What follows belongs to an exercise in optimizing a design on an open flow for small area, a short achievable clock period and few clock cycles; a production flow would make more cautious choices.
In this exercise RTL edits were held to simulation tests only and were not proved equivalent to the original.

// EC_TOP
module EC_TOP(
    clk, rst_n, in_valid,
    in_Px, in_Py, in_Qx, in_Qy, in_prime, in_a,
    out_valid, out_Rx, out_Ry
);
For scale: roughly 44 flip-flops, roughly 52 I/O pins, about 17000 um^2 of cells after synthesis.
==> flow/config.mk <==
export PLATFORM = sky130hd
export DESIGN_NAME = EC_TOP
export DESIGN_NICKNAME = EC_TOP
export VERILOG_FILES = /design/flow/design.v
export SDC_FILE = /design/flow/constraint.sdc
export NUM_CORES = 4
export LEC_CHECK = 0
export CAP_MARGIN = 20
export CORE_MARGIN = 2
export CORE_UTILIZATION = 55
export SLEW_MARGIN = 20
==> flow/constraint.sdc <==
create_clock -name core_clock -period 160.0 [get_ports {clk}]
set_input_delay 32.0000 -clock core_clock [delete_from_list [all_inputs] [get_ports {clk}]]
set_output_delay 32.0000 -clock core_clock [all_outputs]
set_load 0.01 [all_outputs]
standard.sh (not shown) runs the stock make flow with config.mk's settings and CLKGATE_MAP_FILE= SYNTH_SCRIPT=/design/flow/synth_recipe.tcl, a recipe that flattens the netlist after the stock synthesis.
==> flow/flow/run.sh <==
#!/bin/bash
# Own layout flow: the standard ORFS flow, with a different synthesis mapping:
#  - no full-adder cell extraction (adders stay plain gates for abc),
#  - abc with flow/abc.script: &deepsyn restructuring, then an area-oriented map with a delay target.
# Registers, their names and everything after synthesis are as in the standard flow.
set -euo pipefail
W=$(pwd)
mkdir -p "$W/mysynth"
python3 - "$FLOW_HOME/scripts/synth.tcl" "$W/mysynth/synth.tcl" "$W/flow/abc.script" <<'PY'
import sys
src, dst, abc = sys.argv[1:]
s = open(src).read()
old = "  log_cmd abc {*}$abc_args\n"
assert s.count(old) == 1
s = s.replace(old, "  set abc_args [lreplace $abc_args 1 1 %s]\n%s" % (abc, old))
open(dst, "w").write(s)
PY
bash standard.sh SYNTH_SCRIPT="$W/flow/my_synth.tcl" MY_SYNTH_TCL="$W/mysynth/synth.tcl" \
    ADDER_MAP_FILE= finish > "$W/flow_make.log" 2>&1
==> flow/flow/abc.script <==
strash
ifraig
scorr
dc2
dretime
strash
&get -n
&deepsyn -T 120
&put
dch -f
map -D 40000 -B 0.9
strash
dch -f
map -D 40000 -B 0.9
topo
stime -c
buffer -c
upsize -c -D 40000
dnsize -c -D 40000
==> flow/flow/my_synth.tcl <==
# The standard flow's synthesis wrapper (synth_recipe.tcl), sourcing a copy of ORFS's synth.tcl
# whose abc call uses flow/abc.script (see run.sh).
proc synth {args} { yosys synth -nofsm -noshare {*}$args }
source $::env(MY_SYNTH_TCL)
# left out here: clear keep_hierarchy, flatten, clean up, hide names made inside functions, write 1_2_yosys.v
Testbench counts at the start, summed over its fixed seeds: cycles 1,608.
Edit:
--- a/flow/flow/run.sh
+++ b/flow/flow/run.sh
@@ -5 +5,3 @@
-# Registers, their names and everything after synthesis are as in the standard flow.
+#  - every input and output port still gets a buffer, but a sky130_fd_sc_hd__buf_2
+#    instead of the delay buffer buffer_ports picks by default.
+# Registers, their names and everything else are as in the standard flow.
@@ -19 +21 @@
-    ADDER_MAP_FILE= finish > "$W/flow_make.log" 2>&1
+    ADDER_MAP_FILE= BUFFER_PORTS_ARGS="-buffer_cell sky130_fd_sc_hd__buf_2" finish > "$W/flow_make.log" 2>&1
Utilization falls by 0.82 points.
Die area is unchanged.
Hold slack gets worse by 370 ps.
Worst setup slack gets worse by 210 ps.
Final cell count stays flat.
Edit:
==> flow/run.sh (new file) <==
#!/bin/bash
# synth_recipe.tcl (not shown) runs the flow's synth.tcl, then flattens the netlist and writes it again
# the make line also repeats each setting of config.mk as NAME=value (left out here)
make -C /OpenROAD-flow-scripts/flow DESIGN_CONFIG=/design/flow/config.mk WORK_HOME=/design/flow/orfs CLKGATE_MAP_FILE= SYNTH_SCRIPT=/design/flow/synth_recipe.tcl finish
Settings changed: ABC_AREA set to 1.
removed: flow/flow/run.sh
removed: flow/flow/abc.script
removed: flow/flow/my_synth.tcl
removed: flow/standard.sh
What happened: Critical path depth fell by 8; clock-buffer cell count went down by 2; sequential cell count does not change; sequential share of layout area falls by 1.0 points; worst setup slack got worse by 9700 ps.
Edit:
==> flow/flow/run.sh (new file) <==
#!/bin/bash
# Own layout flow: the standard ORFS flow, with a different synthesis mapping:
#  - no full-adder cell extraction (adders stay plain gates for abc),
#  - abc technology mapping with flow/abc.script (area-oriented map with a delay target).
# Registers, their names and everything after synthesis are as in the standard flow.
set -euo pipefail
W=$(pwd)
mkdir -p "$W/mysynth"
python3 - "$FLOW_HOME/scripts/synth.tcl" "$W/mysynth/synth.tcl" "$W/flow/abc.script" <<'PY'
import sys
src, dst, abc = sys.argv[1:]
s = open(src).read()
old = "  log_cmd abc {*}$abc_args\n"
assert s.count(old) == 1
s = s.replace(old, "  set abc_args [lreplace $abc_args 1 1 %s]\n%s" % (abc, old))
open(dst, "w").write(s)
PY
bash standard.sh SYNTH_SCRIPT="$W/flow/my_synth.tcl" MY_SYNTH_TCL="$W/mysynth/synth.tcl" \
    ADDER_MAP_FILE= finish > "$W/flow_make.log" 2>&1
==> flow/flow/abc.script (new file) <==
strash
ifraig
scorr
dc2
dretime
strash
dch -f
map -D 30000 -B 0.9
strash
dch -f
map -D 30000 -B 0.9
topo
stime -c
buffer -c
upsize -c -D 30000
dnsize -c -D 30000
==> flow/flow/my_synth.tcl (new file) <==
# The standard flow's synthesis wrapper (synth_recipe.tcl), sourcing a copy of ORFS's synth.tcl
# whose abc call uses flow/abc.script (see run.sh).
proc synth {args} { yosys synth -nofsm -noshare {*}$args }
source $::env(MY_SYNTH_TCL)
# left out here: clear keep_hierarchy, flatten, clean up, hide names made inside functions, write 1_2_yosys.v
==> flow/standard.sh (new file) <==
#!/bin/bash
# synth_recipe.tcl (not shown) runs the flow's synth.tcl, then flattens the netlist and writes it again
# the make line also repeats each setting of config.mk as NAME=value (left out here)
make -C /OpenROAD-flow-scripts/flow DESIGN_CONFIG=/design/flow/config.mk WORK_HOME=/design/flow/orfs CLKGATE_MAP_FILE= SYNTH_SCRIPT=/design/flow/synth_recipe.tcl "${@:-finish}"
Settings changed: ABC_AREA 1 to not set.
removed: flow/run.sh
Routed wire length goes down by 0.55%.
Cell count went up by 19%.
Setup slack gets better by 9100 ps.
Edit:
--- a/flow/flow/run.sh
+++ b/flow/flow/run.sh
@@ -4,2 +4,4 @@
-#  - abc technology mapping with flow/abc.script (area-oriented map with a delay target).
-# Registers, their names and everything after synthesis are as in the standard flow.
+#  - abc with flow/abc.script: &deepsyn restructuring, then an area-oriented map with a delay target.
+#  - every input and output port still gets a buffer, but a sky130_fd_sc_hd__buf_1
+#    instead of the delay buffer buffer_ports picks by default.
+# Registers, their names and everything else are as in the standard flow.
@@ -19 +21 @@
-    ADDER_MAP_FILE= finish > "$W/flow_make.log" 2>&1
+    ADDER_MAP_FILE= BUFFER_PORTS_ARGS="-buffer_cell sky130_fd_sc_hd__buf_1" finish > "$W/flow_make.log" 2>&1
==> flow/flow/abc.script (replaced) <==
strash
ifraig
scorr
dc2
dretime
strash
&get -n
&deepsyn -T 120
&put
dch -f
map -D 40000 -B 0.9
strash
dch -f
map -D 40000 -B 0.9
topo
stime -c
buffer -c
upsize -c -D 40000
dnsize -c -D 40000
Outcome: Cell area fell by 10%. Area after synthesis came out lower by 8.7%. Setup slack improves by 500 ps. Worst hold slack loses 380 ps. Routed wire length falls by 5.7%. Global-route usage rose by 0.62 points. Utilization shrinks by 0.79 points. First-iteration DRC count shrinks by 19%. Cell count came out lower by 11%. Non-clock buffer count came out lower by 2.


== run a ==
Another version of the RTL of EC_TOP (not shown whole).
For scale: ~4,000 cells after synthesis, ~52 I/O pins, about 19,000 um^2 of cells after synthesis.
Settings: LEC_CHECK=0, CAP_MARGIN=20, CORE_MARGIN=2, CORE_UTILIZATION=55, SLEW_MARGIN=20, SYNTH_HIERARCHICAL=1, SYNTH_MINIMUM_KEEP_SIZE=0; clock period 160.0 ns.
run.sh (not shown) runs the stock make flow with config.mk's settings and CLKGATE_MAP_FILE= SYNTH_SCRIPT=/design/flow/synth_recipe.tcl, a recipe that flattens the netlist after the stock synthesis.
Stock flow here: none of the scripts above is used.
Testbench counts of run a, summed over its fixed seeds: cycles 1,608.
Modified inputs, run b compared to run a
- CORE_UTILIZATION: 55 -> 65
- PLACE_DENSITY: unset -> 0.8
### Flow results
Compared with run a, in run b post-route fraction of the period consumed by the critical path held, die extent in x went down about 8%, final area went down about 0.6%, fraction of met2 tracks used by global routing went up 7.3 points.
Run a → run b: cell count after synthesis held, post-synthesis share of cell area spent on and, or, nand and nor gates held, wire length reported by the detailed router went down about 4%.
Compared with run a, run b has less setup slack.
Diff run a and run b: non-clock buffer count higher in run a


EC_TOP, a different RTL version from the one above (not shown whole).
Size in the first run: roughly 46 flip-flops, ~52 I/O pins.
Design EC_TOP, start of the top module:
module EC_TOP(
    clk, rst_n, in_valid,
    in_Px, in_Py, in_Qx, in_Qy, in_prime, in_a,
    out_valid, out_Rx, out_Ry
);
export LEC_CHECK = 0
export ABC_AREA = 1
export CAP_MARGIN = 20
export CORE_MARGIN = 2
export CORE_UTILIZATION = 70
export SLEW_MARGIN = 20
create_clock -name core_clock -period 160.0 [get_ports {clk}]
Testbench counts at the start, summed over its fixed seeds: cycles 1,608.
Change:
==> flow/flow/run.sh (new file) <==
#!/bin/bash
# Own layout flow: the standard ORFS flow, with a different synthesis mapping:
#  - no full-adder cell extraction (adders stay plain gates for abc),
#  - abc technology mapping with flow/abc.script (area-oriented map with a delay target).
# Registers, their names and everything after synthesis are as in the standard flow.
set -euo pipefail
W=$(pwd)
mkdir -p "$W/mysynth"
python3 - "$FLOW_HOME/scripts/synth.tcl" "$W/mysynth/synth.tcl" "$W/flow/abc.script" <<'PY'
import sys
src, dst, abc = sys.argv[1:]
s = open(src).read()
old = "  log_cmd abc {*}$abc_args\n"
assert s.count(old) == 1
s = s.replace(old, "  set abc_args [lreplace $abc_args 1 1 %s]\n%s" % (abc, old))
open(dst, "w").write(s)
PY
bash standard.sh SYNTH_SCRIPT="$W/flow/my_synth.tcl" MY_SYNTH_TCL="$W/mysynth/synth.tcl" \
    ADDER_MAP_FILE= finish > "$W/flow_make.log" 2>&1
==> flow/flow/abc.script (new file) <==
strash
ifraig
scorr
dc2
dretime
strash
dch -f
map -D 30000 -B 0.9
strash
dch -f
map -D 30000 -B 0.9
topo
stime -c
buffer -c
upsize -c -D 30000
dnsize -c -D 30000
==> flow/flow/my_synth.tcl (new file) <==
# The standard flow's synthesis wrapper (synth_recipe.tcl), sourcing a copy of ORFS's synth.tcl
# whose abc call uses flow/abc.script (see run.sh).
proc synth {args} { yosys synth -nofsm -noshare {*}$args }
source $::env(MY_SYNTH_TCL)
# left out here: clear keep_hierarchy, flatten, clean up, hide names made inside functions, write 1_2_yosys.v
==> flow/standard.sh (new file) <==
#!/bin/bash
# synth_recipe.tcl (not shown) runs the flow's synth.tcl, then flattens the netlist and writes it again
# the make line also repeats each setting of config.mk as NAME=value (left out here)
make -C /OpenROAD-flow-scripts/flow DESIGN_CONFIG=/design/flow/config.mk WORK_HOME=/design/flow/orfs CLKGATE_MAP_FILE= SYNTH_SCRIPT=/design/flow/synth_recipe.tcl "${@:-finish}"
ABC_AREA = default   (was 1)
removed: flow/run.sh
The changed run ran to the end with no violations.
Synthesized cell count rises by about 22%.
Final area falls by about 14%.
Via count rises by about 13%.
Critical path depth falls by 10.
Global-route usage rises by 2.4 points.
Area after synthesis falls by 14%.
Change:
==> flow/run.sh (new file) <==
#!/bin/bash
# synth_recipe.tcl (not shown) runs the flow's synth.tcl, then flattens the netlist and writes it again
# the make line also repeats each setting of config.mk as NAME=value (left out here)
make -C /OpenROAD-flow-scripts/flow DESIGN_CONFIG=/design/flow/config.mk WORK_HOME=/design/flow/orfs CLKGATE_MAP_FILE= SYNTH_SCRIPT=/design/flow/synth_recipe.tcl finish
ABC_AREA = 1   (was default)
CORE_UTILIZATION = 55   (was 70)
removed: flow/flow/run.sh
removed: flow/flow/abc.script
removed: flow/flow/my_synth.tcl
removed: flow/standard.sh
Via count falls by 14%.
Worst hold slack barely changes.
Clock-buffer cell count falls by 1.
Maximum frequency falls by 14%.
Setup slack gets worse by 9.7 ns.
Sequential share of layout area falls by 0.68 points.

## re-timing with driven ports
No port has a modelled driver above. Below, the same layouts with a new extraction and two added sets of constraints. Step 1 (the two cells are an assumption about what drives the block):
set clk [get_ports {clk}]
set_driving_cell -lib_cell sky130_fd_sc_hd__clkbuf_16 $clk
set_driving_cell -lib_cell sky130_fd_sc_hd__buf_2 [delete_from_list [all_inputs] $clk]
Step 2 times the ports against the registers' clock, not the clock port: input delays grow and output delays shrink by t, the midpoint of the rising clock arrivals with the driver on. a / b / c = ideal ports / drivers / drivers and shift; a / b = the first two.
run	shift t [ns]	slack for setup (ns)	pins driven straight from the clock port
the first run of note 1	0.348	101.965 / 101.985 / 101.636	1
the second run of note 1	0.333	101.756 / 101.780 / 101.448	1
the third run of note 1	0.351	92.091 / 92.114 / 91.762	1
the fourth run of note 1	0.352	101.240 / 101.263 / 100.910	1
the fifth run of note 1	0.340	101.737 / 101.758 / 101.418	1
run a	0.353	100.185 / 100.137 / 100.490	1
run b	0.343	99.987 / 99.945 / 100.287	1
the first run of note 3	0.327	90.073 / 90.033 / 90.360	1
the second run of note 3	0.328	99.977 / 99.938 / 100.266	1
the third run of note 3	0.332	90.322 / 90.278 / 90.609	1
After both steps every run listed still meets setup and hold. The setup slack of the fourth run of note 1, which loses most, moves by +0.023 ns with the drivers and by -0.330 ns with both steps.
